This is an optimization exercise on Yosys and OpenROAD, whose aim is small area, not a production implementation. Function was checked by simulation only, so behaviour that the tests miss may differ from the original. Power and IR drop assume default switching activity.

==> design/flow/config.mk <==
export PLATFORM = sky130hd
export DESIGN_NAME = Top_Memory_Game
export DESIGN_NICKNAME = Top_Memory_Game
export VERILOG_FILES = /design/flow/design.v
export SDC_FILE = /design/flow/constraint.sdc
export NUM_CORES = 4
export LEC_CHECK = 0
export CAP_MARGIN = 20
export CORE_MARGIN = 2
export CORE_UTILIZATION = 75
export CTS_BUF_LIST = sky130_fd_sc_hd__clkbuf_8
export CTS_CLUSTER_DIAMETER = 50
export CTS_CLUSTER_SIZE = 20
export SLEW_MARGIN = 20
==> design/flow/constraint.sdc <==
create_clock -name core_clock -period 25.0 [get_ports {clk}]
set_input_delay 5.0000 -clock core_clock [delete_from_list [all_inputs] [get_ports {clk}]]
set_output_delay 5.0000 -clock core_clock [all_outputs]
set_load 0.01 [all_outputs]
==> design/flow/design.v <==
module Top_Memory_Game (
    input wire clk,
    input wire rst_n,
    input wire [7:0] btn_raw,
    output wire [7:0] led_out,
    output wire [7:0] seg_data,
    output wire [7:0] seg_sel,
    output reg pwm_servo,
    output wire lcd_rs,
    output wire lcd_rw,
    output wire lcd_en,
    output reg [7:0] lcd_data
);
    integer j;
    localparam [9:0] DB_HIT = 10'd440;
    wire [7:0] btn_in = ~btn_raw;
    reg  [7:0] db_prev, db_out;
    wire [7:0] db_hit;
    genvar g;
    generate
        for (g = 0; g < 8; g = g + 1) begin : db
            reg  [9:0] d;            
            wire       clr = btn_in[g] ^ db_prev[g];
            assign db_hit[g] = (d == DB_HIT);
            always @(posedge clk)
                d <= clr ? 10'd0 : {~d[8:0], ~(d[9] ^ d[6])};
        end
    endgenerate
    always @(posedge clk or negedge rst_n) begin
        if (!rst_n) begin
            db_prev <= 8'd0;
            db_out  <= 8'd0;
        end else begin
            db_prev <= btn_in;
            for (j = 0; j < 8; j = j + 1)
                if (db_hit[j]) db_out[j] <= db_prev[j];
        end
    end
    wire [7:0] btn_pos = db_hit & db_prev & ~db_out;
    wire       any_key = |btn_pos;
    reg  [2:0] key;
    always @(*) begin
        casez (btn_pos)
            8'b???????1: key = 3'd0;
            8'b??????10: key = 3'd1;
            8'b?????100: key = 3'd2;
            8'b????1000: key = 3'd3;
            8'b???10000: key = 3'd4;
            8'b??100000: key = 3'd5;
            8'b?1000000: key = 3'd6;
            default:     key = 3'd7;
        endcase
    end
    reg [2:0] lo;
    reg [6:0] ph7;       
    reg [6:0] sh7;       
    reg       pre;
    wire [5:0] e;
    wire [9:0] pcnt = {ph7, lo};
    wire p999 = (ph7 == 7'd124) && (lo == 3'd7);
    always @(posedge clk) begin
        if (!rst_n) begin
            lo <= 3'd0; ph7 <= 7'd0;
        end else begin
            lo <= lo + 3'd1;
            if (lo == 3'd7) ph7 <= (ph7 == 7'd124) ? 7'd0 : ph7 + 7'd1;
        end
    end
    always @(posedge clk or negedge rst_n) begin
        if (!rst_n) begin
            sh7 <= 7'd0; pwm_servo <= 1'b0;
        end else begin
            if (lo == 3'd7) sh7 <= sh7 + 7'd1;
            pwm_servo <= pre;
        end
    end
    always @(posedge clk)
        pre <= p999 || (pcnt < {4'd0, e} + 10'd49);
    wire [7:0] sdec = 8'd1 << sh7[6:4];      
    assign seg_sel = ~sdec;
    localparam S_GB   = 4'd0;    
    localparam S_GS   = 4'd1;    
    localparam S_SB   = 4'd2;    
    localparam S_SC   = 4'd3;    
    localparam S_GA   = 4'd4;    
    localparam S_WT   = 4'd5;    
    localparam S_XC   = 4'd6;    
    localparam S_CK   = 4'd7;
    localparam S_IDLE = 4'd8;
    localparam S_PS   = 4'd9;
    localparam S_FL   = 4'd10;
    localparam S_XF   = 4'd11;   
    localparam S_DN   = 4'd12;
    localparam [11:0] PH0 = 12'd0;
    localparam [11:0] PH1 = 12'd1;
    localparam [11:0] PHL = 12'd3386;    
    reg [3:0]  st;
    reg [2:0]  round;
    reg [4:0]  score;
    reg [11:0] ph;
    reg [7:0]  cq;
    reg [3:0]  idx;
    reg [2:0]  A [0:7];
    reg        rep;
    reg        match;
    wire ph0    = (ph == PH0);
    wire phlast = (ph == PHL);
    wire [3:0] k = {1'b0, round} + 4'd3;
    reg [4:0] per_q, on_q;
    always @(*) begin
        case (round)
            3'd2: begin per_q = 5'd16; on_q = 5'd12; end
            3'd3: begin per_q = 5'd12; on_q = 5'd9;  end
            3'd4: begin per_q = 5'd8;  on_q = 5'd6;  end
            3'd5: begin per_q = 5'd4;  on_q = 5'd3;  end
            default: begin per_q = 5'd20; on_q = 5'd15; end
        endcase
    end
    wire first   = (cq == 8'd0) && ph0;
    wire t_idle  = (cq == 8'd60) && ph0;             
    wire t_check = (cq == 8'd9) && phlast;           
    wire t_end   = (cq == 8'd59) && phlast;          
    wire t_per   = (cq == {3'd0, per_q}) && ph0;
    wire t_up    = (cq == 8'd200) && (ph == PH1);    
    wire last_i  = (idx == k - 4'd1);
    reg [15:0] lfsr;
    always @(posedge clk or negedge rst_n) begin
        if (!rst_n) lfsr <= 16'hACE1;
        else        lfsr <= {lfsr[14:0], lfsr[15] ^ lfsr[13] ^ lfsr[12] ^ lfsr[10]};
    end
    wire [2:0] rv = lfsr[2:0];
    wire [7:0] dec = 8'd1 << idx[2:0];
    reg  [2:0] a_cur, a_disp;
    always @(*) begin
        a_cur = 3'd0; a_disp = 3'd0;
        for (j = 0; j < 8; j = j + 1) begin
            a_cur  = a_cur  | ({3{dec[j]}}  & A[j]);
            a_disp = a_disp | ({3{sdec[j]}} & A[j]);
        end
    end
    wire g_first = (idx == 4'd15);
    wire skip    = !g_first && (rv == a_cur) && rep;
    wire gen_wr  = (st == S_GB) && !last_i && !skip;
    wire key_wr  = (st == S_WT) && !t_up && (idx != k) && !first && any_key;
    wire [2:0] wd = (st == S_GB) ? rv : key;
    wire [7:0] we = ({8{gen_wr}} & {dec[6:0], dec[7]}) | ({8{key_wr}} & dec);
    wire t_clr = (st == S_GB) || (st == S_SC) || (st == S_XC) || (st == S_XF) ||
                 ((st == S_SB) && t_per) || ((st == S_GS) && (ph == PH1));
    always @(posedge clk) begin
        if (t_clr || !rst_n) begin
            ph <= PH0; cq <= 8'd0;
        end else begin
            ph <= phlast ? PH0 : {ph[10:0], ~(ph[11] ^ ph[10] ^ ph[9] ^ ph[3])};
            cq <= cq + {7'd0, phlast};
        end
    end
    always @(posedge clk or negedge rst_n) begin
        if (!rst_n) begin
            st <= S_IDLE; idx <= 4'd0;
            round <= 3'd1; score <= 5'd0;
        end else begin
            case (st)
                S_IDLE: if (t_idle) st <= S_GA;
                S_GA: begin idx <= 4'd15; st <= S_GB; end
                S_GB: begin
                    if (last_i) st <= S_GS;
                    else if (!skip) idx <= idx + 4'd1;
                end
                S_GS: if (ph == PH1) begin idx <= 4'd0; st <= S_SB; end
                S_SB: if (t_per) begin
                    if (last_i) st <= S_SC;
                    else idx <= idx + 4'd1;
                end
                S_SC: begin idx <= 4'd0; st <= S_WT; end
                S_WT: begin
                    if (t_up) st <= S_XF;
                    else if (idx == k) st <= S_XC;
                    else if (key_wr) idx <= idx + 4'd1;
                end
                S_XC: st <= S_CK;
                S_XF: begin round <= round + 3'd1; st <= S_FL; end
                S_CK: if (t_check) begin
                    round <= round + 3'd1;
                    if (match) begin
                        score <= score + {2'd0, round} + 5'd1;
                        st <= S_PS;
                    end else st <= S_FL;
                end
                S_PS, S_FL: if (t_end) st <= (round == 3'd6) ? S_DN : S_GA;
                default: st <= S_DN;
            endcase
        end
    end
    always @(posedge clk) begin
        for (j = 0; j < 8; j = j + 1)
            if (we[j]) A[j] <= wd;
        if (gen_wr) rep <= !g_first && (rv == a_cur);
        if (st == S_SC) match <= 1'b1;
        if (key_wr) match <= match & (key == a_cur);
    end
    assign e = (st == S_WT || st == S_XC || st == S_XF) ? cq[7:2] : 6'd0;
    wire led_on = (st == S_SB) && !first &&
                  ((cq < {3'd0, on_q}) || ((cq == {3'd0, on_q}) && ph0));
    assign led_out = led_on ? (8'd1 << a_cur) : 8'd0;
    reg [7:0] cnt_gt;
    always @(*)
        for (j = 0; j < 8; j = j + 1)
            cnt_gt[j] = (idx > j);
    wire show = (st[3:2] != 2'b00) && |(cnt_gt & sdec);
    reg [7:0] seg;
    always @(*) begin
        case (a_disp)
            3'd0: seg = 8'h06;
            3'd1: seg = 8'h5B;
            3'd2: seg = 8'h4F;
            3'd3: seg = 8'h66;
            3'd4: seg = 8'h6D;
            3'd5: seg = 8'h7D;
            3'd6: seg = 8'h07;
            default: seg = 8'h7F;
        endcase
    end
    assign seg_data = show ? seg : 8'h00;
    reg [1:0]  lph;              
    reg        lln;              
    reg [2:0]  sub;
    reg [3:0]  ci;
    wire [2:0] scr = !st[3] ? 3'd0 :
                     st[2]  ? 3'd4 :
                     st[1]  ? 3'd3 :
                     st[0]  ? 3'd2 : 3'd1;
    reg [7:0] txt;
    reg [3:0] dsel;
    always @(*) begin
        dsel = 4'd0;
        casez ({st, lln, ci})
            {4'b0???, 1'b0, 4'd0}: begin txt = 8'h4C; end
            {4'b0???, 1'b0, 4'd1}: begin txt = 8'h76; end
            {4'b0???, 1'b0, 4'd2}: begin txt = 8'h2E; end
            {4'b0???, 1'b0, 4'd3}: begin txt = 8'h20; end
            {4'b0???, 1'b0, 4'd4}: begin txt = 8'h30; dsel[0] = 1'b1; end
            {4'b0???, 1'b0, 4'd5}: begin txt = 8'h20; end
            {4'b0???, 1'b0, 4'd6}: begin txt = 8'h20; end
            {4'b0???, 1'b0, 4'd7}: begin txt = 8'h20; end
            {4'b0???, 1'b0, 4'd8}: begin txt = 8'h20; end
            {4'b0???, 1'b0, 4'd9}: begin txt = 8'h20; end
            {4'b0???, 1'b0, 4'd10}: begin txt = 8'h20; end
            {4'b0???, 1'b0, 4'd11}: begin txt = 8'h20; end
            {4'b0???, 1'b0, 4'd12}: begin txt = 8'h20; end
            {4'b0???, 1'b0, 4'd13}: begin txt = 8'h20; end
            {4'b0???, 1'b0, 4'd14}: begin txt = 8'h20; end
            {4'b0???, 1'b0, 4'd15}: begin txt = 8'h20; end
            {4'b0???, 1'b1, 4'd0}: begin txt = 8'h53; end
            {4'b0???, 1'b1, 4'd1}: begin txt = 8'h63; end
            {4'b0???, 1'b1, 4'd2}: begin txt = 8'h6F; end
            {4'b0???, 1'b1, 4'd3}: begin txt = 8'h72; end
            {4'b0???, 1'b1, 4'd4}: begin txt = 8'h65; end
            {4'b0???, 1'b1, 4'd5}: begin txt = 8'h3A; end
            {4'b0???, 1'b1, 4'd6}: begin txt = 8'h20; end
            {4'b0???, 1'b1, 4'd7}: begin txt = 8'h30; dsel[1] = 1'b1; end
            {4'b0???, 1'b1, 4'd8}: begin txt = 8'h30; dsel[2] = 1'b1; end
            {4'b0???, 1'b1, 4'd9}: begin txt = 8'h30; dsel[3] = 1'b1; end
            {4'b0???, 1'b1, 4'd10}: begin txt = 8'h20; end
            {4'b0???, 1'b1, 4'd11}: begin txt = 8'h20; end
            {4'b0???, 1'b1, 4'd12}: begin txt = 8'h20; end
            {4'b0???, 1'b1, 4'd13}: begin txt = 8'h20; end
            {4'b0???, 1'b1, 4'd14}: begin txt = 8'h20; end
            {4'b0???, 1'b1, 4'd15}: begin txt = 8'h20; end
            {4'b1000, 1'b0, 4'd0}: begin txt = 8'h20; end
            {4'b1000, 1'b0, 4'd1}: begin txt = 8'h20; end
            {4'b1000, 1'b0, 4'd2}: begin txt = 8'h20; end
            {4'b1000, 1'b0, 4'd3}: begin txt = 8'h47; end
            {4'b1000, 1'b0, 4'd4}: begin txt = 8'h61; end
            {4'b1000, 1'b0, 4'd5}: begin txt = 8'h6D; end
            {4'b1000, 1'b0, 4'd6}: begin txt = 8'h65; end
            {4'b1000, 1'b0, 4'd7}: begin txt = 8'h20; end
            {4'b1000, 1'b0, 4'd8}: begin txt = 8'h53; end
            {4'b1000, 1'b0, 4'd9}: begin txt = 8'h74; end
            {4'b1000, 1'b0, 4'd10}: begin txt = 8'h61; end
            {4'b1000, 1'b0, 4'd11}: begin txt = 8'h72; end
            {4'b1000, 1'b0, 4'd12}: begin txt = 8'h74; end
            {4'b1000, 1'b0, 4'd13}: begin txt = 8'h20; end
            {4'b1000, 1'b0, 4'd14}: begin txt = 8'h20; end
            {4'b1000, 1'b0, 4'd15}: begin txt = 8'h20; end
            {4'b1000, 1'b1, 4'd0}: begin txt = 8'h20; end
            {4'b1000, 1'b1, 4'd1}: begin txt = 8'h20; end
            {4'b1000, 1'b1, 4'd2}: begin txt = 8'h20; end
            {4'b1000, 1'b1, 4'd3}: begin txt = 8'h20; end
            {4'b1000, 1'b1, 4'd4}: begin txt = 8'h20; end
            {4'b1000, 1'b1, 4'd5}: begin txt = 8'h20; end
            {4'b1000, 1'b1, 4'd6}: begin txt = 8'h20; end
            {4'b1000, 1'b1, 4'd7}: begin txt = 8'h20; end
            {4'b1000, 1'b1, 4'd8}: begin txt = 8'h20; end
            {4'b1000, 1'b1, 4'd9}: begin txt = 8'h20; end
            {4'b1000, 1'b1, 4'd10}: begin txt = 8'h20; end
            {4'b1000, 1'b1, 4'd11}: begin txt = 8'h20; end
            {4'b1000, 1'b1, 4'd12}: begin txt = 8'h20; end
            {4'b1000, 1'b1, 4'd13}: begin txt = 8'h20; end
            {4'b1000, 1'b1, 4'd14}: begin txt = 8'h20; end
            {4'b1000, 1'b1, 4'd15}: begin txt = 8'h20; end
            {4'b1001, 1'b0, 4'd0}: begin txt = 8'h20; end
            {4'b1001, 1'b0, 4'd1}: begin txt = 8'h20; end
            {4'b1001, 1'b0, 4'd2}: begin txt = 8'h20; end
            {4'b1001, 1'b0, 4'd3}: begin txt = 8'h20; end
            {4'b1001, 1'b0, 4'd4}: begin txt = 8'h53; end
            {4'b1001, 1'b0, 4'd5}: begin txt = 8'h75; end
            {4'b1001, 1'b0, 4'd6}: begin txt = 8'h63; end
            {4'b1001, 1'b0, 4'd7}: begin txt = 8'h63; end
            {4'b1001, 1'b0, 4'd8}: begin txt = 8'h65; end
            {4'b1001, 1'b0, 4'd9}: begin txt = 8'h73; end
            {4'b1001, 1'b0, 4'd10}: begin txt = 8'h73; end
            {4'b1001, 1'b0, 4'd11}: begin txt = 8'h21; end
            {4'b1001, 1'b0, 4'd12}: begin txt = 8'h20; end
            {4'b1001, 1'b0, 4'd13}: begin txt = 8'h20; end
            {4'b1001, 1'b0, 4'd14}: begin txt = 8'h20; end
            {4'b1001, 1'b0, 4'd15}: begin txt = 8'h20; end
            {4'b1001, 1'b1, 4'd0}: begin txt = 8'h20; end
            {4'b1001, 1'b1, 4'd1}: begin txt = 8'h4E; end
            {4'b1001, 1'b1, 4'd2}: begin txt = 8'h65; end
            {4'b1001, 1'b1, 4'd3}: begin txt = 8'h78; end
            {4'b1001, 1'b1, 4'd4}: begin txt = 8'h74; end
            {4'b1001, 1'b1, 4'd5}: begin txt = 8'h20; end
            {4'b1001, 1'b1, 4'd6}: begin txt = 8'h4C; end
            {4'b1001, 1'b1, 4'd7}: begin txt = 8'h65; end
            {4'b1001, 1'b1, 4'd8}: begin txt = 8'h76; end
            {4'b1001, 1'b1, 4'd9}: begin txt = 8'h65; end
            {4'b1001, 1'b1, 4'd10}: begin txt = 8'h6C; end
            {4'b1001, 1'b1, 4'd11}: begin txt = 8'h2E; end
            {4'b1001, 1'b1, 4'd12}: begin txt = 8'h2E; end
            {4'b1001, 1'b1, 4'd13}: begin txt = 8'h2E; end
            {4'b1001, 1'b1, 4'd14}: begin txt = 8'h20; end
            {4'b1001, 1'b1, 4'd15}: begin txt = 8'h20; end
            {4'b1010, 1'b0, 4'd0}, {4'b1011, 1'b0, 4'd0}: begin txt = 8'h20; end
            {4'b1010, 1'b0, 4'd1}, {4'b1011, 1'b0, 4'd1}: begin txt = 8'h20; end
            {4'b1010, 1'b0, 4'd2}, {4'b1011, 1'b0, 4'd2}: begin txt = 8'h20; end
            {4'b1010, 1'b0, 4'd3}, {4'b1011, 1'b0, 4'd3}: begin txt = 8'h20; end
            {4'b1010, 1'b0, 4'd4}, {4'b1011, 1'b0, 4'd4}: begin txt = 8'h20; end
            {4'b1010, 1'b0, 4'd5}, {4'b1011, 1'b0, 4'd5}: begin txt = 8'h46; end
            {4'b1010, 1'b0, 4'd6}, {4'b1011, 1'b0, 4'd6}: begin txt = 8'h61; end
            {4'b1010, 1'b0, 4'd7}, {4'b1011, 1'b0, 4'd7}: begin txt = 8'h69; end
            {4'b1010, 1'b0, 4'd8}, {4'b1011, 1'b0, 4'd8}: begin txt = 8'h6C; end
            {4'b1010, 1'b0, 4'd9}, {4'b1011, 1'b0, 4'd9}: begin txt = 8'h2E; end
            {4'b1010, 1'b0, 4'd10}, {4'b1011, 1'b0, 4'd10}: begin txt = 8'h2E; end
            {4'b1010, 1'b0, 4'd11}, {4'b1011, 1'b0, 4'd11}: begin txt = 8'h2E; end
            {4'b1010, 1'b0, 4'd12}, {4'b1011, 1'b0, 4'd12}: begin txt = 8'h20; end
            {4'b1010, 1'b0, 4'd13}, {4'b1011, 1'b0, 4'd13}: begin txt = 8'h20; end
            {4'b1010, 1'b0, 4'd14}, {4'b1011, 1'b0, 4'd14}: begin txt = 8'h20; end
            {4'b1010, 1'b0, 4'd15}, {4'b1011, 1'b0, 4'd15}: begin txt = 8'h20; end
            {4'b1010, 1'b1, 4'd0}, {4'b1011, 1'b1, 4'd0}: begin txt = 8'h20; end
            {4'b1010, 1'b1, 4'd1}, {4'b1011, 1'b1, 4'd1}: begin txt = 8'h20; end
            {4'b1010, 1'b1, 4'd2}, {4'b1011, 1'b1, 4'd2}: begin txt = 8'h54; end
            {4'b1010, 1'b1, 4'd3}, {4'b1011, 1'b1, 4'd3}: begin txt = 8'h72; end
            {4'b1010, 1'b1, 4'd4}, {4'b1011, 1'b1, 4'd4}: begin txt = 8'h79; end
            {4'b1010, 1'b1, 4'd5}, {4'b1011, 1'b1, 4'd5}: begin txt = 8'h20; end
            {4'b1010, 1'b1, 4'd6}, {4'b1011, 1'b1, 4'd6}: begin txt = 8'h41; end
            {4'b1010, 1'b1, 4'd7}, {4'b1011, 1'b1, 4'd7}: begin txt = 8'h67; end
            {4'b1010, 1'b1, 4'd8}, {4'b1011, 1'b1, 4'd8}: begin txt = 8'h61; end
            {4'b1010, 1'b1, 4'd9}, {4'b1011, 1'b1, 4'd9}: begin txt = 8'h69; end
            {4'b1010, 1'b1, 4'd10}, {4'b1011, 1'b1, 4'd10}: begin txt = 8'h6E; end
            {4'b1010, 1'b1, 4'd11}, {4'b1011, 1'b1, 4'd11}: begin txt = 8'h2E; end
            {4'b1010, 1'b1, 4'd12}, {4'b1011, 1'b1, 4'd12}: begin txt = 8'h2E; end
            {4'b1010, 1'b1, 4'd13}, {4'b1011, 1'b1, 4'd13}: begin txt = 8'h2E; end
            {4'b1010, 1'b1, 4'd14}, {4'b1011, 1'b1, 4'd14}: begin txt = 8'h20; end
            {4'b1010, 1'b1, 4'd15}, {4'b1011, 1'b1, 4'd15}: begin txt = 8'h20; end
            {4'b1100, 1'b0, 4'd0}: begin txt = 8'h20; end
            {4'b1100, 1'b0, 4'd1}: begin txt = 8'h20; end
            {4'b1100, 1'b0, 4'd2}: begin txt = 8'h46; end
            {4'b1100, 1'b0, 4'd3}: begin txt = 8'h49; end
            {4'b1100, 1'b0, 4'd4}: begin txt = 8'h4E; end
            {4'b1100, 1'b0, 4'd5}: begin txt = 8'h41; end
            {4'b1100, 1'b0, 4'd6}: begin txt = 8'h4C; end
            {4'b1100, 1'b0, 4'd7}: begin txt = 8'h20; end
            {4'b1100, 1'b0, 4'd8}: begin txt = 8'h53; end
            {4'b1100, 1'b0, 4'd9}: begin txt = 8'h43; end
            {4'b1100, 1'b0, 4'd10}: begin txt = 8'h4F; end
            {4'b1100, 1'b0, 4'd11}: begin txt = 8'h52; end
            {4'b1100, 1'b0, 4'd12}: begin txt = 8'h45; end
            {4'b1100, 1'b0, 4'd13}: begin txt = 8'h20; end
            {4'b1100, 1'b0, 4'd14}: begin txt = 8'h20; end
            {4'b1100, 1'b0, 4'd15}: begin txt = 8'h20; end
            {4'b1100, 1'b1, 4'd0}: begin txt = 8'h54; end
            {4'b1100, 1'b1, 4'd1}: begin txt = 8'h6F; end
            {4'b1100, 1'b1, 4'd2}: begin txt = 8'h74; end
            {4'b1100, 1'b1, 4'd3}: begin txt = 8'h61; end
            {4'b1100, 1'b1, 4'd4}: begin txt = 8'h6C; end
            {4'b1100, 1'b1, 4'd5}: begin txt = 8'h3A; end
            {4'b1100, 1'b1, 4'd6}: begin txt = 8'h20; end
            {4'b1100, 1'b1, 4'd7}: begin txt = 8'h30; dsel[1] = 1'b1; end
            {4'b1100, 1'b1, 4'd8}: begin txt = 8'h30; dsel[2] = 1'b1; end
            {4'b1100, 1'b1, 4'd9}: begin txt = 8'h30; dsel[3] = 1'b1; end
            {4'b1100, 1'b1, 4'd10}: begin txt = 8'h20; end
            {4'b1100, 1'b1, 4'd11}: begin txt = 8'h20; end
            {4'b1100, 1'b1, 4'd12}: begin txt = 8'h20; end
            {4'b1100, 1'b1, 4'd13}: begin txt = 8'h20; end
            {4'b1100, 1'b1, 4'd14}: begin txt = 8'h20; end
            {4'b1100, 1'b1, 4'd15}: begin txt = 8'h20; end
            default: txt = 8'h20;
        endcase
    end
    wire [7:0] d_h = (score >= 5'd20) ? 8'd1 : 8'd0;
    wire [3:0] tens = (score >= 5'd20) ? 4'd0 : score[4:1];
    wire [7:0] dig = ({8{dsel[0]}} & {5'd0, round}) |
                     ({8{dsel[1]}} & d_h) |
                     ({8{dsel[2]}} & {4'd0, tens}) |
                     ({8{dsel[3]}} & {5'd0, score[0], 1'b0, score[0]});
    wire [7:0] chr = txt | dig;
    reg [7:0] icmd;
    always @(*) begin
        casez (lcd_data)
            8'b??1?????: icmd = 8'h0C;
            8'b????1???: icmd = 8'h06;
            8'b??????1?: icmd = 8'h01;
            8'b???????1: icmd = 8'h80;
            default:     icmd = 8'h38;
        endcase
    end
    wire is_line = (lph == 2'd1);
    wire lwrap = (sub == 3'd5);
    wire dend  = (ci == 4'd12) && (sub == 3'd4);
    wire pos0  = (ci == 4'd0) && (sub == 3'd0);
    always @(posedge clk or negedge rst_n) begin
        if (!rst_n) begin
            lph <= 2'd0; lln <= 1'b0; sub <= 3'd0; ci <= 4'd0; lcd_data <= 8'd0;
        end else begin
            case (lph)
                2'd1: begin
                    if (lwrap) begin
                        sub <= 3'd0; ci <= ci + 4'd1;
                        if (ci == 4'd15) lph <= 2'd2;
                    end else sub <= sub + 3'd1;
                    if (lwrap && ci == 4'd15) lcd_data <= lln ? 8'h80 : 8'hC0;
                    else lcd_data <= chr;
                end
                default: begin
                    if (lph == 2'd0 && pos0) lcd_data <= icmd;
                    if (dend) begin
                        sub <= 3'd0; ci <= 4'd0;
                        if (lph == 2'd2) begin lph <= 2'd1; lln <= ~lln; end
                        else if (lcd_data[7]) lph <= 2'd1;
                    end else begin
                        sub <= sub + 3'd1;
                        if (sub == 3'd7) ci <= ci + 4'd1;
                    end
                end
            endcase
        end
    end
    assign lcd_en = is_line ? (sub == 3'd1 || sub == 3'd2)
                            : (ci == 4'd0 && sub != 3'd0 && sub <= 3'd5);
    assign lcd_rs = is_line && !pos0;
    assign lcd_rw = 1'b0;
endmodule
==> design/flow/flow/run.sh <==
#!/bin/bash
# Own layout flow: the standard ORFS flow (standard.sh) with three changes:
#  - Yosys's ABC technology mapping uses an area-oriented script
#    (flow/abc_area.script) in place of ORFS's delay-oriented one;
#  - adders are left to ABC (no ORFS half/full-adder cell mapping);
#  - the port buffers are buf_1 cells.
# Everything else (synthesis script, floorplan, power grid, CTS, routing) is
# ORFS's own. Each tool's output goes to its own log under orfs/logs/, and
# make's output to flow_make.log.
set -euo pipefail
W=$(pwd)
rm -rf "$W/orfs_scripts"
mkdir -p "$W/orfs_scripts"
cp -r "$FLOW_HOME/scripts/." "$W/orfs_scripts/"
cp "$W/flow/abc_area.script" "$W/orfs_scripts/abc_speed.script"
bash "$W/standard.sh" "SCRIPTS_DIR=$W/orfs_scripts" "ADDER_MAP_FILE=" \
    "BUFFER_PORTS_ARGS=-buffer_cell sky130_fd_sc_hd__buf_1" finish > "$W/flow_make.log" 2>&1
test -f "$W/out/final.def"
==> design/flow/flow/abc_area.script <==
strash
&get -n
&deepsyn -T 60
&put
dch
&get -n
&nf -a -R 200
&put
==> design/flow/standard.sh <==
#!/bin/bash
# synth_recipe.tcl (not shown) runs the flow's synth.tcl, then flattens the netlist and writes it again
# the make line also repeats each setting of config.mk as NAME=value (left out here)
make -C /OpenROAD-flow-scripts/flow DESIGN_CONFIG=/design/flow/config.mk WORK_HOME=/design/flow/orfs CLKGATE_MAP_FILE= SYNTH_SCRIPT=/design/flow/synth_recipe.tcl "${@:-finish}"
==> summary.txt, run 1 <==
Cells and area
Cells with a size suffix above 1 make up between 3 and 4% of the layout. The filler cell count in the final layout is a little under 700. For this run, the post-layout net count is between 1000 and 1500. The filler-free cell count of the finished design is between 1000 and 1500.

The repair_antennas step left the layout with diodes totalling 0. For this run, the share of the core covered by cells in the final layout is 81.9%. From synthesis to final layout, the design area changed by 7.75%. The post-layout instance area is roughly 9800 um^2.

Synth
Of all flip-flops after synthesis, the portion carrying an async set or reset was a little over a third. The gate count of the mapped netlist is around 970. The number of flops mapped to enable cells by yosys is 26. The sequential share of the synthesized area is 53.8%. The synthesized design devotes to its leading area cell type 24.5% of total area. The Yosys warning count is 2. The number of distinct library cell variants in the gate-level netlist after synthesis is 65. A synthesized cell averages roughly 9.4 um^2.

Counting flops and latches in the post-synthesis netlist gives roughly 210. dfxtp_1 takes more of the synthesized area than any other cell. The predominant post-synthesis flop cell is dfxtp_1. In the post-synthesis netlist, the biggest area contributors are dfxtp_1 25%, dfrtp_1 18%, edfxtp_1 8.6%. The total standard cell area after synthesis is just over 9000 um^2.

Route
The post-route antenna net violation count is 0. The total routed wirelength is ~23 mm. The pre-antenna-repair detailed-routing pass consisted of 6 iterations.

The total DRC errors in the routed layout is 0. The via density per instance is around 6.6. The detailed router finished its first iteration with roughly 1400 violations. The mean routed wirelength per cell is between 15 and 20 um.

The routed layout has between 7000 and 8000 vias.

Placed design
The number of instances in the placed design is ~1200. The cell area reported after detailed placement is 9410 um^2. Routability-driven placement finished with a final weighted congestion of approximately 1.0. In this run the tool buffered the top-level ports with 43 buffer cells. After legalization and detailed placement, the total HPWL measured 15.7 mm.

Power
The total power per unit cell area is 82.2 nW/um^2. The leakage component of the power is around 3.8 nW. The worst-case IR drop observed on VDD is ~0.07 mV.

Critical path
At the worst endpoint, the arrival time is about 3 ns. The worst register-to-register path has a depth of 11. The critical-path cell with the highest stage delay is nor2_1. The library cell appearing most often on the critical path is nor2_1. The worst register-to-register path begins at db[2].d[2]$_SDFF_PP0_. The worst register-to-register path has a setup slack of 21.05 ns. The kind of capture point of the worst setup path is a primary output. The nature of the critical path startpoint is a flip-flop. The endpoint of the worst-slack reg-to-reg timing path is A[0][1]$_DFFE_PP_. Walking the worst path, the cells encountered are clkinv_1 -> nor2_1 -> a222oi_1 -> a22o_1 -> or2_0 -> nor2_1 -> buf_1. For this run, the slowest stage of the critical path takes approximately 0.53 ns.

The required time of the critical path is 20.00 ns. The worst-path maximum fanout is 9. The critical path in this run is classified as reg -> out.

Clock tree
In this run the post-CTS setup repair buffer count came out at 0. The maximum count of clock buffers along a single path is 3. The count of H-tree levels built during CTS is 1. Post-CTS repair changed the size of 0 cells. The CTS buffer count is 17. The clock latency at the later pin of the worst-skew pair is ~0.53 ns. Clock-pin slew was measured on the worst setup and hold paths at 0.11 ns.

CTS saw approximately 210 sinks. The buffer type at the clock tree root is clkbuf_8. The cts-stage hold buffer count is 0.

TritonCTS built the clock tree.

Floorplanning
The y dimension of the die is between 100 and 150 um. In this run the core area contains 40 standard-cell rows. The die is between 100 and 150 um wide.

The I/O pin total is 46. Once the floorplan was initialized, standard cells occupied ~76% of the core. In this run the standard cell core region covers between 10000 and 15000 um^2. The die area is about 13000 um^2.

GRT
Across every metal layer, demand over resource in global routing totals 35.8%. The first global-routing pass estimated about 37 mm of wire. Entering global routing, the biggest net connects 50 pins.

The via count of the first global-routing pass is between 7000 and 8000. The number of antenna violations at the first check in global routing is 0. For met3 alone, demand over resource in global routing was between 5 and 6%.

For this run the aggregate overflow at the end of global routing stands at 0. For met1 alone, demand over resource in global routing was between 40% and 50%. For met2 alone, demand over resource in global routing was 58.9%. The most crowded layer after global routing is met2.

STA
The number of hold violations in the final report came to 0. For the pin with the worst max-slew slack, the measured transition is about 0.94 ns. The final critical-path share of the clock period is about a third. Setup repair after global routing left no endpoint under its margin. The smallest clock period supported by the final layout is computed as between 7 and 8 ns. The accumulated negative setup slack is 0 ns. The worst slew margin relative to its limit is between 30% and 40%. The max-slew violation count is 0. Derived from the worst setup path, the maximum achievable clock frequency is 125 MHz. The setup violation total in the final timing report is 0. The final setup skew is approximately 0.037 ns.

Status
The run finished with no timing, DRC or antenna violations.

Min path
The worst hold path cell count is 0. The path class of the tightest hold or removal check is reg -> reg. The worst hold path terminates at pwm_servo$_DFF_PN0_. The startpoint of the lowest-slack hold path is pre$_DFF_P_.

Run
The count of maximum capacitance violations is 0.
-- per-stage QoR --
stage / hold WS (ns) / total power, mW / setup slack [ns]
floorplan: 0.316 / 0.552 / 18.11
global placement: 0.318 / 0.596 / 17.81
detailed placement: 0.341 / 0.608 / 17.68
CTS: 0.359 / 0.798 / 17.06
global route: 0.363 / 0.841 / 16.88
finish: 0.357 / 0.802 / 17.03
-- kinds of logic (layout without fill, tap and decap cells) --
| kind of cell | count (synthesis) | in the layout | synth area share, % |
|---|---|---|---|
| AOI/OAI and AO/OA | 186 | 186 | 13.8 |
| xor gates and xnor gates | 49 | 49 | 4.74 |
| adders and majority gates | 1 | 1 | 0.111 |
| buffers and inverters | 43 | 116 | 1.87 |
| DFF | 211 | 211 | 53.8 |
| muxes | 1 | 1 | 0.124 |
| other | 1 | 2 | 0.0414 |
| and+or+nand+nor | 475 | 475 | 25.5 |
-- cells in the mapped netlist, types with 8 or more instances --
| master | instances |
|---|---|
| nand4_1 | 14 |
| and2_0 | 19 |
| clkinv_1 | 41 |
| a21oi_1 | 45 |
| and3_1 | 18 |
| o22ai_1 | 9 |
| nor4_1 | 19 |
| or4b_1 | 8 |
| nor3b_1 | 8 |
| nand2_1 | 86 |
| or2_0 | 8 |
| nand2b_1 | 18 |
| nor2_1 | 173 |
| nor3_1 | 38 |
| dfstp_2 | 10 |
| edfxtp_1 | 26 |
| xnor2_1 | 30 |
| nand3_1 | 32 |
| dfrtp_1 | 64 |
| xor2_1 | 19 |
| nor2b_1 | 12 |
| o21ai_0 | 41 |
| dfxtp_1 | 111 |
-- worst max path at each step --
stage / start / to / cells after the start
floorplan: idx[1]$_DFFE_PN0P_ / led_out[4] / 6
global placement: idx[1]$_DFFE_PN0P_ / led_out[5] / 7
detailed placement: idx[1]$_DFFE_PN0P_ / led_out[7] / 7
CTS: idx[1]$_DFFE_PN0P_ / led_out[7] / 7
global route: idx[1]$_DFFE_PN0P_ / led_out[7] / 7
finish: idx[1]$_DFFE_PN0P_ / led_out[7] / 7
-- layout by cell type (no fill, tap or decap), types with 32 or more instances in the layout --
| master | instances |
|---|---|
| buf_1 | 42 |
| clkinv_1 | 42 |
| a21oi_1 | 45 |
| nor3_1 | 38 |
| dfrtp_1 | 64 |
| nand3_1 | 32 |
| nor2_1 | 173 |
| o21ai_0 | 41 |
| nand2_1 | 86 |
| dfxtp_1 | 111 |
-- power breakdown --
group | total, mW | internal [mW] | switching [mW]
registers | 0.430 | 0.388 | 0.0423
logic | 0.179 | 0.0626 | 0.116
clock network | 0.193 | 0.0754 | 0.118
total | 0.802 | 0.526 | 0.276
-- sequential cells by signal, summed over array words and instances (netlist names), 2 cells and up --
| signal | count |
|---|---|
| db_prev | 8 |
| db.d | 80 |
| round | 3 |
| ph | 12 |
| lfsr | 16 |
| ph7 | 7 |
| st | 4 |
| idx | 4 |
| db_out | 8 |
| ci | 4 |
| lcd_data | 8 |
| lph | 2 |
| lo | 3 |
| sub | 3 |
| sh7 | 7 |
| cq | 8 |
| score | 5 |
| A | 24 |
-- layer usage --
| metal | up-vias | routed length (um) |
|---|---|---|
| li1 | 3601 | - |
| met5 | - | 0 |
| met4 | 0 | 1020 |
| met1 | 3664 | 8900 |
| met2 | 496 | 10900 |
| met3 | 105 | 1900 |
-- final cells by class --
| cell class | count | area, um^2 | share of cell area (%) |
|---|---|---|---|
| clock buffers | 19 | 262 | 2.68 |
| repair buffers | 45 | 180 | 1.85 |
| well taps | 147 | 184 | 1.89 |
| clock inverters | 11 | 87.6 | 0.898 |
| multi-input cells | 714 | 4020 | 41.2 |
| inverters | 41 | 154 | 1.58 |
| flip-flops and latches | 211 | 4870 | 49.9 |
-- critical path, delay by kind of cell (launching register included) --
kind | cells | cell delay, ns
and+or+nand+nor | 3 | 0.94
AOI/OAI and AO/OA | 2 | 0.59
DFF | 1 | 0.50
buffers and inverters | 2 | 0.43
==> run 2: changes to the inputs <==
--- a/design/flow/config.mk
+++ b/design/flow/config.mk
@@ -10,5 +10,5 @@
 export CORE_UTILIZATION = 75
 export CTS_BUF_LIST = sky130_fd_sc_hd__clkbuf_8
-export CTS_CLUSTER_DIAMETER = 50
-export CTS_CLUSTER_SIZE = 20
+export CTS_CLUSTER_DIAMETER = 40
+export CTS_CLUSTER_SIZE = 24
 export SLEW_MARGIN = 20
==> summary.txt, run 2 <==
Power
The share of total power consumed by net switching is 35.7% (was 34.4%). The fraction of power consumed by sequential logic is 49.8% (was 53.7%). The leakage component of the power is 3.90 nW (was 3.80 nW). The internal power consumption is 0.556 mW (was 0.526 mW).

The clock network power share is 29.5% (was 24.1%). The logic gate share of total power came to 20.7% (was 22.3%). The worst IR drop on VDD is 0.0774 mV (was 0.0704 mV). The net switching power is 0.309 mW (was 0.276 mW). The total power per unit cell area is 87.0 nW/um^2 (was 82.2 nW/um^2).

Critical path
The worst stage delay on the critical path is 0.51 ns (was 0.53 ns). The buffers plus inverters on the worst setup path came to 2 (unchanged). The launching instance or port of the critical path was idx[1]$_DFFE_PN0P_ (unchanged).

The origin of the critical flop-to-flop path was db[1].d[2]$_SDFF_PP0_ (was db[2].d[2]$_SDFF_PP0_). Cell chain of the critical path: clkinv_1 -> nor2_1 -> a222oi_1 -> a22o_1 -> or2_0 -> nor2_1 -> buf_1 (unchanged). The worst-path maximum fanout is 9 (unchanged). The data arrival time of the critical path is 2.97 ns (about the same).

The kind of capture point of the worst setup path was a primary output (unchanged). The family of cells with the greatest summed delay on the critical path is simple AND/OR/NAND/NOR gates (unchanged). The library cell appearing most often on the critical path is nor2_1 (unchanged). The kind of critical path is reg -> out (unchanged). The critical-path cell with the highest stage delay is nor2_1 (unchanged). The nature of the critical path startpoint is a flip-flop (unchanged).

The required time of the critical path came to 20.00 ns (about the same).

Route
The number of DRC markers in iteration 0 came to 1259 (was 1358). The number of detailed-route iterations in the first pass came to 6 (unchanged). The total routed wirelength is 22.9 mm (was 22.8 mm). The total DRC errors in the routed layout is 0 (unchanged). The total number of vias was 7890 (was 7866). The via density per instance is 6.56 (was 6.62). The mean routed wirelength per cell came to 19.1 um (was 19.2 um).

The post-route antenna net violation count was 0 (unchanged).

Cells and area
The filler cell count in the final layout is 633 (was 692). The diode insertion count for antenna repair is 0 (unchanged). Largest registers ranked by flip-flop count: db.d (80), A (24), lfsr (16) (unchanged).

The count of nets after finishing is 1047 (was 1040). Commonest cells after routing, fill and taps aside: 173 x nor2_1, 111 x dfxtp_1, 86 x nand2_1, 64 x dfrtp_1, 45 x a21oi_1 (unchanged). The most flop-heavy register was db.d (unchanged). The post-layout instance area was 9950 um^2 (was 9760 um^2). The fraction of final layout cells sized beyond drive strength 1 came to 5.31% (was 3.75%). The leading cell type in the layout, fill and taps excluded was nor2_1 (unchanged).

The number of flip-flops in the largest register came to 80 (unchanged). The post-synthesis to final-layout area growth was 9.89% (was 7.75%).

STA
The max-slew violation count was 0 (unchanged). The measured slew at the worst slew-check pin is 0.950 ns (was 0.943 ns). The number of hold violations in the final report is 0 (unchanged). The minimum period implied by the final worst setup slack is 7.97 ns (about the same). RSZ-0062 raised after global routing: no (unchanged).

The timing-limited maximum frequency was 125 MHz (about the same). The final setup skew is 0.0468 ns (was 0.0374 ns). The worst slew margin relative to its limit is 36.1% (was 36.5%). The setup violation total in the final timing report was 0 (unchanged).

The accumulated negative setup slack is 0 ns (unchanged). The final critical-path share of the clock period is 31.9% (about the same).

Floorplanning
The y dimension of the die was 114 um (unchanged). The initial cell density of the core is 76.0% (unchanged). The width of the die was 114 um (unchanged). The I/O pin total is 46 (unchanged). The die area is 13000 um^2 (unchanged). The standard cell core area is 11900 um^2 (unchanged). The cell row count was 40 (unchanged).

Synth
The number of distinct library cell variants in the gate-level netlist after synthesis is 65 (unchanged). The proportion of netlist area held by the largest area contributor was 24.5% (unchanged). The post-synthesis simple-gate area fraction came to 25.5% (unchanged).

The gate count of the mapped netlist came to 967 (unchanged). The sequential share of the synthesized area is 53.8% (unchanged). The register bit total from synthesis is 211 (unchanged). The synthesized area divided by synthesized cell count was 9.36 um^2 (unchanged). The number of flops mapped to enable cells by yosys is 26 (unchanged). The cell taking the most area after synthesis is dfxtp_1 (unchanged).

The Yosys warning count is 2 (unchanged). The complex-gate fraction of the synthesized area came to 13.8% (unchanged). The most common cell in the netlist is nor2_1 (unchanged). The xor and xnor fraction of the mapped netlist area came to 4.74% (unchanged). Area contributors post-synth: dfxtp_1 25%, dfrtp_1 18%, edfxtp_1 8.6% (unchanged). The main combinational cell family by area after synthesis is simple AND/OR/NAND/NOR gates (unchanged). List of most frequent post-synthesis cells: 173 x nor2_1, 111 x dfxtp_1, 86 x nand2_1 (unchanged).

The predominant post-synthesis flop cell is dfxtp_1 (unchanged). The total standard cell area after synthesis was 9050 um^2 (unchanged). The share of synthesized cell area in full adder, half adder and majority cells is 0.111% (unchanged). The proportion of synthesized area in mux cells is 0.124% (unchanged). The post-synthesis async set-or-reset flop share is 35.1% (unchanged).

Min path
The startpoint of the lowest-slack hold path is pre$_DFF_P_ (unchanged). The path class of the lowest-slack min-delay path is reg -> reg (unchanged).

Clock tree
The post-CTS setup buffer count is 0 (unchanged). The cts-stage hold buffer count came to 0 (unchanged). The TritonCTS clock tree is done (unchanged). The number of clock sinks was 211 (unchanged). The clock latency at the later pin of the worst-skew pair is 0.58 ns (was 0.53 ns). The clock slew at the register clock pins of the worst setup and hold paths came to 0.10 ns (was 0.11 ns). The buffer type at the clock tree root is clkbuf_8 (unchanged). The CTS buffer count was 24 (was 17). The quantity of gates resized following cts is 0 (unchanged). The maximum count of clock buffers along a single path is 3 (unchanged). The count of H-tree levels built during CTS is 1 (unchanged).

GRT
The wire length of the first global-routing pass is 37.5 mm (was 37.4 mm). The total overflow reported by the global router is 0 (unchanged). The via count of the first global-routing pass is 7533 (was 7524).

The number of antenna violations at the first check in global routing is 0 (unchanged). The overall track demand over capacity in global routing came to 35.9% (was 35.8%). The maximum number of pins on one net before global-route repair came to 50 (unchanged).

Placed design
The final weighted congestion in routability-driven placement is 1.01 (unchanged). The cell area reported after detailed placement is 9410 um^2 (unchanged). The count of input and output buffers is 43 (unchanged). The post-detailed-placement half-perimeter wirelength is 15.7 mm (unchanged).

Run
The count of maximum capacitance violations was 0 (unchanged).

Status
Outcome: finished clean (unchanged).
## run 2: cell counts after synthesis
No cell type changed its count.
## run 2: worst paths after layout
| kind | endpoint | slack (ns) | cells after the start |
|---|---|---|---|
| setup / recovery | led_out[7] | 17.03 | 7 |
| hold / removal | pwm_servo$_DFF_PN0_ | 0.35 | 0 |
| setup reg to reg | A[0][1]$_DFFE_PP_ | 21.02 | 11 |
| hold reg to reg | pwm_servo$_DFF_PN0_ | 0.35 | 0 |
| max in group asynchronous | ci[0]$_DFFE_PN0P_ | 19.58 | 2 |
| min in group asynchronous | db_out[7]$_DFFE_PN0N_ | 4.39 | 1 |
## run 2: layer usage
| metal | wire length (um) | track usage [%] | vias up |
|---|---|---|---|
| met5 | 0 | 0 | - |
| met4 | 1070 | 15.8 | 0 |
| met3 | 1850 | 6.11 | 124 |
| met2 | 10900 | 59.3 | 487 |
| met1 | 9090 | 47.2 | 3663 |
| li1 | - | - | 3616 |
## run 2: cells by family after synthesis
kind of cell / Yosys count
adders and majority gates: 1
DFF: 211
and+or+nand+nor: 475
xor gates and xnor gates: 49
other: 1
muxes: 1
AOI/OAI and AO/OA: 186
buffers and inverters: 43
## run 2: worst register-to-register path, stage by stage (launching register included)
cell and delay [ns]:
dfxtp_1 0.33, or4b_1 0.53, nor4_1 0.45, nand2_1 0.16, nor2_1 0.24, nor3_1 0.18, o21ai_0 0.22, nor2_1 0.18
o221ai_1 0.17, o211ai_1 0.32, or3_1 0.42, o21ai_0 0.39
## run 2: power by group through the flow
stage | combinational [mW] | clock [mW] | sequential [mW]
2_1_floorplan | 0.132 | 0 | 0.420
3_3_place_gp | 0.166 | 0 | 0.430
3_5_place_dp | 0.173 | 0 | 0.435
4_1_cts | 0.177 | 0.255 | 0.428
5_1_grt | 0.199 | 0.271 | 0.434
6_report | 0.179 | 0.255 | 0.431
## run 2: layout make-up
| type | count | area [um^2] | area share (%) |
|---|---|---|---|
| Tap cell | 147 | 184 | 1.85 |
| Multi-Input combinational cell | 714 | 4020 | 40.4 |
| Clock inverter | 20 | 213 | 2.14 |
| Clock buffer | 24 | 330 | 3.32 |
| Inverter | 41 | 154 | 1.55 |
| Sequential cell | 211 | 4870 | 48.9 |
| Timing Repair Buffer | 45 | 180 | 1.81 |
## run 2: per-stage QoR
| step | instances | hold WS [ns] | power [mW] | utilization, % | setup slack, ns |
|---|---|---|---|---|---|
| final | 1202 | 0.345 | 0.866 | 83.5 | 17.03 |
| after global routing | 1202 | 0.336 | 0.905 | 83.5 | 16.83 |
| after CTS | 1202 | 0.343 | 0.860 | 83.5 | 17.05 |
| after detailed placement | 1158 | 0.341 | 0.608 | 79.0 | 17.68 |
| after global placement | 1158 | 0.318 | 0.596 | 79.0 | 17.81 |
| after floorplan | 968 | 0.316 | 0.552 | - | 18.11 |
==> run 3: changes to the inputs <==
--- a/design/flow/config.mk
+++ b/design/flow/config.mk
@@ -10,5 +10,5 @@
 export CORE_UTILIZATION = 75
 export CTS_BUF_LIST = sky130_fd_sc_hd__clkbuf_8
-export CTS_CLUSTER_DIAMETER = 40
-export CTS_CLUSTER_SIZE = 24
+export CTS_CLUSTER_DIAMETER = 60
+export CTS_CLUSTER_SIZE = 14
 export SLEW_MARGIN = 20
==> summary.txt, run 3 <==
Clock tree
The cts-stage hold buffer count is 0 (unchanged). The maximum count of clock buffers along a single path is 3 (unchanged). The clock slew at the register clock pins of the worst setup and hold paths is 0.09 ns (was 0.10 ns). The number of clock sinks is 211 (unchanged). The count of H-tree levels built during CTS is 1 (unchanged).

The buffer type at the clock tree root is clkbuf_8 (unchanged). The quantity of gates resized following cts is 0 (unchanged). The TritonCTS clock tree is done (unchanged). The post-CTS setup buffer count is 0 (unchanged). The clock latency at the later pin of the worst-skew pair is 0.52 ns (was 0.58 ns). The CTS buffer count is 19 (was 24).

Power
The worst IR drop on VDD is 0.101 mV (was 0.0774 mV). The fraction of power consumed by sequential logic came to 55.7% (was 49.8%). The logic gate share of total power is 19.6% (was 20.7%). The leakage component of the power is 3.69 nW (was 3.90 nW). The total power per unit cell area was 76.8 nW/um^2 (was 87.0 nW/um^2). The clock network power share is 24.7% (was 29.5%).

The internal power consumption is 0.503 mW (was 0.556 mW). The net switching power is 0.244 mW (was 0.309 mW). The share of total power consumed by net switching is 32.7% (was 35.7%).

Synth
List of most frequent post-synthesis cells: 176 x nor2_1, 111 x dfxtp_1, 79 x nand2_1 (was 173 x nor2_1, 111 x dfxtp_1, 86 x nand2_1). The most common cell in the netlist was nor2_1 (unchanged). The total standard cell area after synthesis is 9050 um^2 (about the same). The synthesized area divided by synthesized cell count is 9.32 um^2 (was 9.36 um^2). The sequential share of the synthesized area is 53.8% (about the same). The number of flops mapped to enable cells by yosys is 26 (unchanged).

The cell taking the most area after synthesis is dfxtp_1 (unchanged). The number of distinct library cell variants in the gate-level netlist after synthesis is 61 (was 65). The post-synthesis async set-or-reset flop share is 35.1% (unchanged). The gate count of the mapped netlist is 971 (was 967).

The Yosys warning count is 2 (unchanged). The register bit total from synthesis is 211 (unchanged). The proportion of netlist area held by the largest area contributor was 24.6% (was 24.5%). The predominant post-synthesis flop cell is dfxtp_1 (unchanged). Area contributors post-synth: dfxtp_1 25%, dfrtp_1 18%, edfxtp_1 8.6% (unchanged).

Cells and area
The leading cell type in the layout, fill and taps excluded is nor2_1 (unchanged). The count of nets after finishing is 1045 (was 1047). The fraction of final layout cells sized beyond drive strength 1 is 3.34% (was 5.31%). The multi-input combinational cell area was 4000 um^2 (was 4020 um^2). Commonest cells after routing, fill and taps aside: 176 x nor2_1, 111 x dfxtp_1, 79 x nand2_1, 64 x dfrtp_1, 47 x o21ai_0 (was 173 x nor2_1, 111 x dfxtp_1, 86 x nand2_1, 64 x dfrtp_1, 45 x a21oi_1). The diode insertion count for antenna repair came to 0 (unchanged). The number of flip-flops in the largest register is 80 (unchanged). The area used by sequential logic in the layout was 4870 um^2 (unchanged).

The most flop-heavy register was db.d (unchanged). Largest registers ranked by flip-flop count: db.d (80), A (24), lfsr (16) (unchanged). The filler cell count in the final layout is 746 (was 633). The post-synthesis to final-layout area growth is 7.41% (was 9.89%).

Route
The total DRC errors in the routed layout is 0 (unchanged). The total number of vias came to 7647 (was 7890). The number of detailed-route iterations in the first pass is 5 (was 6). The number of DRC markers in iteration 0 was 914 (was 1259). The via density per instance was 6.40 (was 6.56). The mean routed wirelength per cell is 18.0 um (was 19.1 um). The post-route antenna net violation count is 0 (unchanged). The total routed wirelength was 21.5 mm (was 22.9 mm).

GRT
The overall track demand over capacity in global routing is 33.6% (was 35.9%). The wire length of the first global-routing pass is 35.1 mm (was 37.5 mm). The via count of the first global-routing pass is 7080 (was 7533). The number of antenna violations at the first check in global routing is 0 (unchanged). The total overflow reported by the global router is 0 (unchanged). The maximum number of pins on one net before global-route repair is 54 (was 50).

STA
The accumulated negative setup slack is 0 ns (unchanged). The measured slew at the worst slew-check pin is 0.881 ns (was 0.950 ns). The max-slew violation count is 0 (unchanged). The final setup skew is 0.0126 ns (was 0.0468 ns). The timing-limited maximum frequency is 120 MHz (was 125 MHz).

The minimum period implied by the final worst setup slack is 8.32 ns (was 7.97 ns). The number of hold violations in the final report is 0 (unchanged). RSZ-0062 raised after global routing: no (unchanged). The worst slew margin relative to its limit came to 40.9% (was 36.1%). The minimum hold slack came to 0.334 ns (was 0.345 ns). The final critical-path share of the clock period came to 33.3% (was 31.9%). The setup violation total in the final timing report is 0 (unchanged).

Critical path
The kind of capture point of the worst setup path is a primary output (unchanged). The required time of the critical path is 20.00 ns (about the same). The worst-path maximum fanout is 4 (was 9). The nature of the critical path startpoint was a flip-flop (unchanged). The data arrival time of the critical path came to 3.32 ns (was 2.97 ns). The kind of critical path was reg -> out (unchanged).

Min path
The path class of the lowest-slack min-delay path is reg -> reg (unchanged).

Run
The count of maximum capacitance violations was 0 (unchanged).

Placed design
The count of input and output buffers was 43 (unchanged). The post-detailed-placement half-perimeter wirelength came to 14.9 mm (was 15.7 mm). The final weighted congestion in routability-driven placement is 0.988 (was 1.01).

Floorplanning
The cell row count is 40 (unchanged). The initial cell density of the core is 76.0% (about the same). The standard cell core area was 11900 um^2 (unchanged). The I/O pin total is 46 (unchanged). The width of the die is 114 um (about the same).

The y dimension of the die is 114 um (about the same). The die area is 13000 um^2 (about the same).

Status
Outcome: finished clean (unchanged).
## run 3: cell types whose count changed after synthesis, moves of 5 or more
| cell | delta |
|---|---|
| nor2b_1 | +7 |
| o21ai_0 | +6 |
| a21boi_0 | +5 |
| nand2b_1 | -5 |
| and3_1 | -8 |
| nand2_1 | -7 |
| o22ai_1 | +9 |
## run 3: final cells by class
class	count	share of cell area, %
sequential	211	50.1
multi-input combinational	714	41.2
clock buffer	19	2.69
tap	147	1.89
timing repair buffer	44	1.78
inverter	45	1.74
clock inverter	14	0.656
## run 3: worst max-delay path, stage by stage, from the launching register on
cell and delay (ns):
dfxtp_1 0.35, nor4_1 0.32, nand4_1 0.19, or3_1 0.40
o211ai_1 0.11, a311oi_1 0.13, nor4_1 0.64, o21ai_0 0.33
nor2_1 0.17, buf_1 0.17
## run 3: worst paths after layout
check | start | endpoint | slack, ns | cells after the start
max | ph[3]$_SDFF_PP0_ | led_out[5] | 16.68 | 9
min | pre$_DFF_P_ | pwm_servo$_DFF_PN0_ | 0.33 | 0
max reg2reg | db[0].d[1]$_SDFF_PP0_ | A[7][0]$_DFFE_PP_ | 21.19 | 12
min reg2reg | pre$_DFF_P_ | pwm_servo$_DFF_PN0_ | 0.33 | 0
max in group asynchronous | rst_n | lfsr[12]$_DFF_PN0_ | 19.55 | 2
min in group asynchronous | rst_n | sh7[2]$_DFFE_PN0P_ | 4.42 | 1
## run 3: per-layer routing
layer / GRT usage [%] / routed length [um]
met1: 45.5 / 8940
met2: 56.1 / 10100
met3: 4.94 / 1720
met4: 11.4 / 734
met5: 0 / 0
## run 3: kinds of logic after synthesis
logic type | share of synthesized area, %
flops | 53.8
mux | 0.691
xor+xnor | 4.26
other cells | 0.0414
compound gates | 14.0
simple gates | 25.1
buf+inv | 2.03
fa+ha+maj | 0.111
## run 3: power groups by stage
stage	sequential, mW	clock, mW	combinational [mW]
after detailed placement	0.421	0	0.142
after floorplan	0.409	0	0.108
after global routing	0.421	0.199	0.162
final	0.416	0.185	0.146
after CTS	0.414	0.185	0.143
after global placement	0.419	0	0.138
## run 3: stage by stage
| stage | instances | total power, mW | setup slack [ns] | utilization, % | area, um^2 |
|---|---|---|---|---|---|
| 2_1_floorplan | 972 | 0.518 | 17.97 | - | 9050 |
| 3_3_place_gp | 1161 | 0.557 | 17.47 | 78.9 | 9400 |
| 3_5_place_dp | 1161 | 0.563 | 17.40 | 78.9 | 9400 |
| 4_1_cts | 1194 | 0.743 | 16.70 | 81.6 | 9720 |
| 5_1_grt | 1194 | 0.782 | 16.44 | 81.6 | 9720 |
| 6_report | 1194 | 0.747 | 16.68 | 81.6 | 9720 |
==> run 4: changes to the inputs <==
--- a/design/flow/design.v
+++ b/design/flow/design.v
@@ -27,5 +27,5 @@
         end
     endgenerate
-    always @(posedge clk or negedge rst_n) begin
+    always @(posedge clk) begin
         if (!rst_n) begin
             db_prev <= 8'd0;
==> design/flow/flow/run.sh (replaced) <==
#!/bin/bash
# Own layout flow: the standard ORFS flow (standard.sh) with these changes:
#  - Yosys's ABC technology mapping uses an area-oriented script
#    (flow/abc_area.script) in place of ORFS's delay-oriented one;
#  - adders are left to ABC (no ORFS half/full-adder cell mapping);
#  - the port buffers are buf_1 cells;
#  - clock tree synthesis adds no dummy loads (same clustering settings
#    as config.mk's CTS_* values).
# Everything else (synthesis script, floorplan, power grid, placement,
# routing) is ORFS's own. Each tool's output goes to its own log under
# orfs/logs/, and make's output to flow_make.log.
set -euo pipefail
W=$(pwd)
rm -rf "$W/orfs_scripts"
mkdir -p "$W/orfs_scripts"
cp -r "$FLOW_HOME/scripts/." "$W/orfs_scripts/"
cp "$W/flow/abc_area.script" "$W/orfs_scripts/abc_speed.script"
CTS="-sink_clustering_enable -repair_clock_nets -dont_use_dummy_load"
CTS="$CTS -sink_clustering_size 14 -sink_clustering_max_diameter 60"
CTS="$CTS -buf_list sky130_fd_sc_hd__clkbuf_8"
bash "$W/standard.sh" "SCRIPTS_DIR=$W/orfs_scripts" "ADDER_MAP_FILE=" \
    "BUFFER_PORTS_ARGS=-buffer_cell sky130_fd_sc_hd__buf_1" \
    "CTS_ARGS=$CTS" finish > "$W/flow_make.log" 2>&1
test -f "$W/out/final.def"
==> summary.txt, run 4 <==
Synth
The most common cell in the netlist is nor2_1 (unchanged). The number of distinct library cell variants in the gate-level netlist after synthesis is 62 (was 61). Area contributors post-synth: dfxtp_1 28%, dfrtp_1 13%, edfxtp_1 8.6% (was dfxtp_1 25%, dfrtp_1 18%, edfxtp_1 8.6%). The sequential share of the synthesized area is 52.9% (was 53.8%).

The proportion of netlist area held by the largest area contributor is 28.1% (was 24.6%). The cell taking the most area after synthesis is dfxtp_1 (unchanged). List of most frequent post-synthesis cells: 176 x nor2_1, 127 x dfxtp_1, 77 x nand2_1 (was 176 x nor2_1, 111 x dfxtp_1, 79 x nand2_1). The register bit total from synthesis came to 211 (unchanged).

The predominant post-synthesis flop cell is dfxtp_1 (unchanged). The Yosys warning count was 2 (unchanged). The number of flops mapped to enable cells by yosys is 26 (unchanged).

The post-synthesis async set-or-reset flop share is 27.5% (was 35.1%). The total standard cell area after synthesis came to 9060 um^2 (was 9050 um^2). The gate count of the mapped netlist is 974 (was 971). The synthesized area divided by synthesized cell count is 9.30 um^2 (was 9.32 um^2).

Clock tree
The TritonCTS clock tree is done (unchanged). The count of H-tree levels built during CTS is 1 (unchanged). The clock latency at the later pin of the worst-skew pair came to 0.52 ns (about the same). The number of clock sinks is 211 (unchanged). The buffer type at the clock tree root is clkbuf_8 (unchanged). The cts-stage hold buffer count is 0 (unchanged). The maximum count of clock buffers along a single path is 3 (unchanged). The CTS buffer count came to 19 (unchanged). The post-CTS setup buffer count is 0 (unchanged). The clock slew at the register clock pins of the worst setup and hold paths was 0.09 ns (about the same).

The quantity of gates resized following cts is 0 (unchanged).

Cells and area
The fraction of final layout cells sized beyond drive strength 1 came to 3.09% (was 3.34%). The number of flip-flops in the largest register is 80 (unchanged). The area used by sequential logic in the layout was 4790 um^2 (was 4870 um^2). The post-synthesis to final-layout area growth is 6.78% (was 7.41%).

The leading cell type in the layout, fill and taps excluded is nor2_1 (unchanged). Largest registers ranked by flip-flop count: db.d (80), A (24), lfsr (16) (unchanged). The count of nets after finishing came to 1049 (was 1045). The filler cell count in the final layout came to 743 (was 746). The post-layout instance area is 9670 um^2 (was 9720 um^2). The diode insertion count for antenna repair was 0 (unchanged).

The most flop-heavy register is db.d (unchanged). The multi-input combinational cell area was 4120 um^2 (was 4000 um^2). Commonest cells after routing, fill and taps aside: 176 x nor2_1, 127 x dfxtp_1, 77 x nand2_1, 50 x a21oi_1, 48 x dfrtp_1 (was 176 x nor2_1, 111 x dfxtp_1, 79 x nand2_1, 64 x dfrtp_1, 47 x o21ai_0).

Run
The count of maximum capacitance violations was 0 (unchanged).

Placed design
The final weighted congestion in routability-driven placement came to 1.02 (was 0.988). The cell area reported after detailed placement is 9410 um^2 (was 9400 um^2). The post-detailed-placement half-perimeter wirelength came to 15.2 mm (was 14.9 mm). The count of input and output buffers is 43 (unchanged).

STA
The worst slew margin relative to its limit is 44.2% (was 40.9%). The max-slew violation count is 0 (unchanged). The number of hold violations in the final report is 0 (unchanged). The final critical-path share of the clock period came to 31.6% (was 33.3%).

The measured slew at the worst slew-check pin is 0.831 ns (was 0.881 ns). The accumulated negative setup slack is 0 ns (unchanged). The minimum period implied by the final worst setup slack is 7.90 ns (was 8.32 ns). The final setup skew is 0.0438 ns (was 0.0126 ns).

The setup violation total in the final timing report was 0 (unchanged). The timing-limited maximum frequency was 127 MHz (was 120 MHz). RSZ-0062 raised after global routing: no (unchanged).

Route
The total number of vias is 7607 (was 7647). The number of DRC markers in iteration 0 came to 767 (was 914). The number of detailed-route iterations in the first pass is 7 (was 5). The post-route antenna net violation count is 0 (unchanged). The total routed wirelength came to 22.0 mm (was 21.5 mm). The total DRC errors in the routed layout is 0 (unchanged). The via density per instance came to 6.42 (was 6.40). The mean routed wirelength per cell is 18.5 um (was 18.0 um).

Power
The total power per unit cell area came to 80.8 nW/um^2 (was 76.8 nW/um^2). The worst IR drop on VDD came to 0.0742 mV (was 0.101 mV). The leakage component of the power was 3.67 nW (was 3.69 nW).

GRT
The wire length of the first global-routing pass is 35.8 mm (was 35.1 mm). The total overflow reported by the global router is 0 (unchanged). The maximum number of pins on one net before global-route repair was 45 (was 54). The via count of the first global-routing pass is 7300 (was 7080).

The number of antenna violations at the first check in global routing is 0 (unchanged). The overall track demand over capacity in global routing is 34.2% (was 33.6%).

Floorplanning
The y dimension of the die is 114 um (about the same). The initial cell density of the core is 76.0% (about the same). The die area is 13000 um^2 (about the same). The width of the die is 114 um (about the same). The standard cell core area came to 11900 um^2 (unchanged). The I/O pin total came to 46 (unchanged). The cell row count is 40 (unchanged).

Status
Outcome: finished clean (unchanged).

Critical path
Cell chain of the critical path: nor3b_1 -> a22o_1 -> a221oi_1 -> and3_1 -> xnor2_1 -> a21o_1 -> o22ai_1 -> and2_0 -> buf_1 (was nor4_1 -> nand4_1 -> or3_1 -> o211ai_1 -> a311oi_1 -> nor4_1 -> o21ai_0 -> nor2_1 -> buf_1). The nature of the critical path startpoint is a flip-flop (unchanged). The kind of critical path is reg -> out (unchanged).

The worst stage delay on the critical path is 0.55 ns (was 0.64 ns). The data arrival time of the critical path came to 2.90 ns (was 3.32 ns). The worst-path maximum fanout is 11 (was 4). The kind of capture point of the worst setup path is a primary output (unchanged). The required time of the critical path is 20.00 ns (about the same). The critical-path cell with the highest stage delay is nor3b_1 (was nor4_1).

Min path
The path class of the lowest-slack min-delay path is reg -> reg (unchanged).
==> run 4: cell type report <==
| cell class | instances | share of cell area (%) |
|---|---|---|
| clock buffers | 19 | 2.70 |
| inverters | 36 | 1.40 |
| multi-input cells | 726 | 42.6 |
| flip-flops and latches | 211 | 49.5 |
| well taps | 147 | 1.90 |
| repair buffers | 45 | 1.86 |
==> run 4: path summary, 6_finish.rpt <==
| check | start | to | slack, ns | depth (start not counted) |
|---|---|---|---|---|
| max | sh7[6]$_DFFE_PN0P_ | seg_data[3] | 17.10 | 9 |
| min | lfsr[8]$_DFF_PN0_ | lfsr[9]$_DFF_PN0_ | 0.34 | 0 |
| max reg2reg | idx[2]$_DFFE_PN0P_ | A[0][1]$_DFFE_PP_ | 21.08 | 11 |
| min reg2reg | lfsr[8]$_DFF_PN0_ | lfsr[9]$_DFF_PN0_ | 0.34 | 0 |
| max in group asynchronous | rst_n | sh7[4]$_DFFE_PN0P_ | 19.57 | 2 |
| min in group asynchronous | rst_n | st[1]$_DFFE_PN0P_ | 4.50 | 1 |
==> run 4: where the power goes <==
part           internal (mW)  switching, mW  leakage [nW]
clock                 0.0682          0.104         0.137
combinational         0.0662          0.114          1.55
sequential             0.385         0.0449          1.99
total                  0.519          0.262          3.67
==> run 4: logic make-up (layout without fill, tap and decap cells) <==
kind of cell,count (synthesis),count (layout),synth area share (%)
and+or+nand+nor,470,470,25.2
adders and majority gates,2,2,0.221
muxes,4,4,0.470
AOI/OAI and AO/OA,198,198,14.7
other,1,2,0.0414
buffers and inverters,38,100,1.66
xor gates and xnor gates,50,50,4.83
DFF,211,211,52.9
==> run 4: per-layer routing <==
layer | up-vias | global-route usage (%) | wire length (um)
met4 | 0 | 11.5 | 678
met2 | 365 | 58.7 | 10700
met5 | - | 0 | 0
met3 | 66 | 5.58 | 1470
met1 | 3566 | 44.3 | 9070
li1 | 3610 | - | -
==> run 4: stage by stage <==
stage / hold WS (ns) / util [%] / instances / setup WS (ns) / total power, mW
after detailed placement: 0.339 / 79.0 / 1165 / 17.67 / 0.608
after floorplan: 0.316 / - / 975 / 17.89 / 0.552
after global placement: 0.327 / 79.0 / 1165 / 17.75 / 0.597
after CTS: 0.333 / 81.2 / 1184 / 17.07 / 0.778
after global routing: 0.348 / 81.2 / 1184 / 16.84 / 0.816
final: 0.337 / 81.2 / 1184 / 17.10 / 0.781
==> run 4: critical path: cells and delay by family, from the launching register on <==
family          cells  cell delay (ns)
simple gates        3             0.96
compound gates      4             0.64
flops               1             0.51
xor+xnor            1             0.15
buf+inv             1             0.15

-- port drivers added, routing unchanged --
No port has a modelled driver above. Below, the same layouts with a new extraction and two added sets of constraints.
Step 1 (the two cells are an assumption about what drives the block):
set clk [get_ports {clk}]
set_driving_cell -lib_cell sky130_fd_sc_hd__clkbuf_16 $clk
set_driving_cell -lib_cell sky130_fd_sc_hd__buf_2 [delete_from_list [all_inputs] $clk]
Step 2 times the ports against the registers' clock, not the clock port: input delays grow and output delays shrink by t, the midpoint of the rising clock arrivals with the driver on.
Slacks: no drivers / after step 1 / after step 2; pairs: no drivers / after step 1.
run	shift t [ns]	setup slack, ns	hold slack, ns	clock arrival spread, ns	worst register clock-pin slew, ns
run 1	0.546	17.026 / 16.987 / 17.533	0.357 / 0.357 / 0.357	0.037 / 0.037	0.11 / 0.11
run 2	0.591	17.030 / 16.995 / 17.587	0.345 / 0.345 / 0.345	0.048 / 0.047	0.11 / 0.11
run 3	0.551	16.678 / 16.640 / 17.191	0.334 / 0.334 / 0.334	0.014 / 0.014	0.10 / 0.10
run 4	0.537	17.103 / 17.064 / 17.601	0.337 / 0.337 / 0.337	0.044 / 0.044	0.09 / 0.09
After both steps every run listed still meets setup and hold.
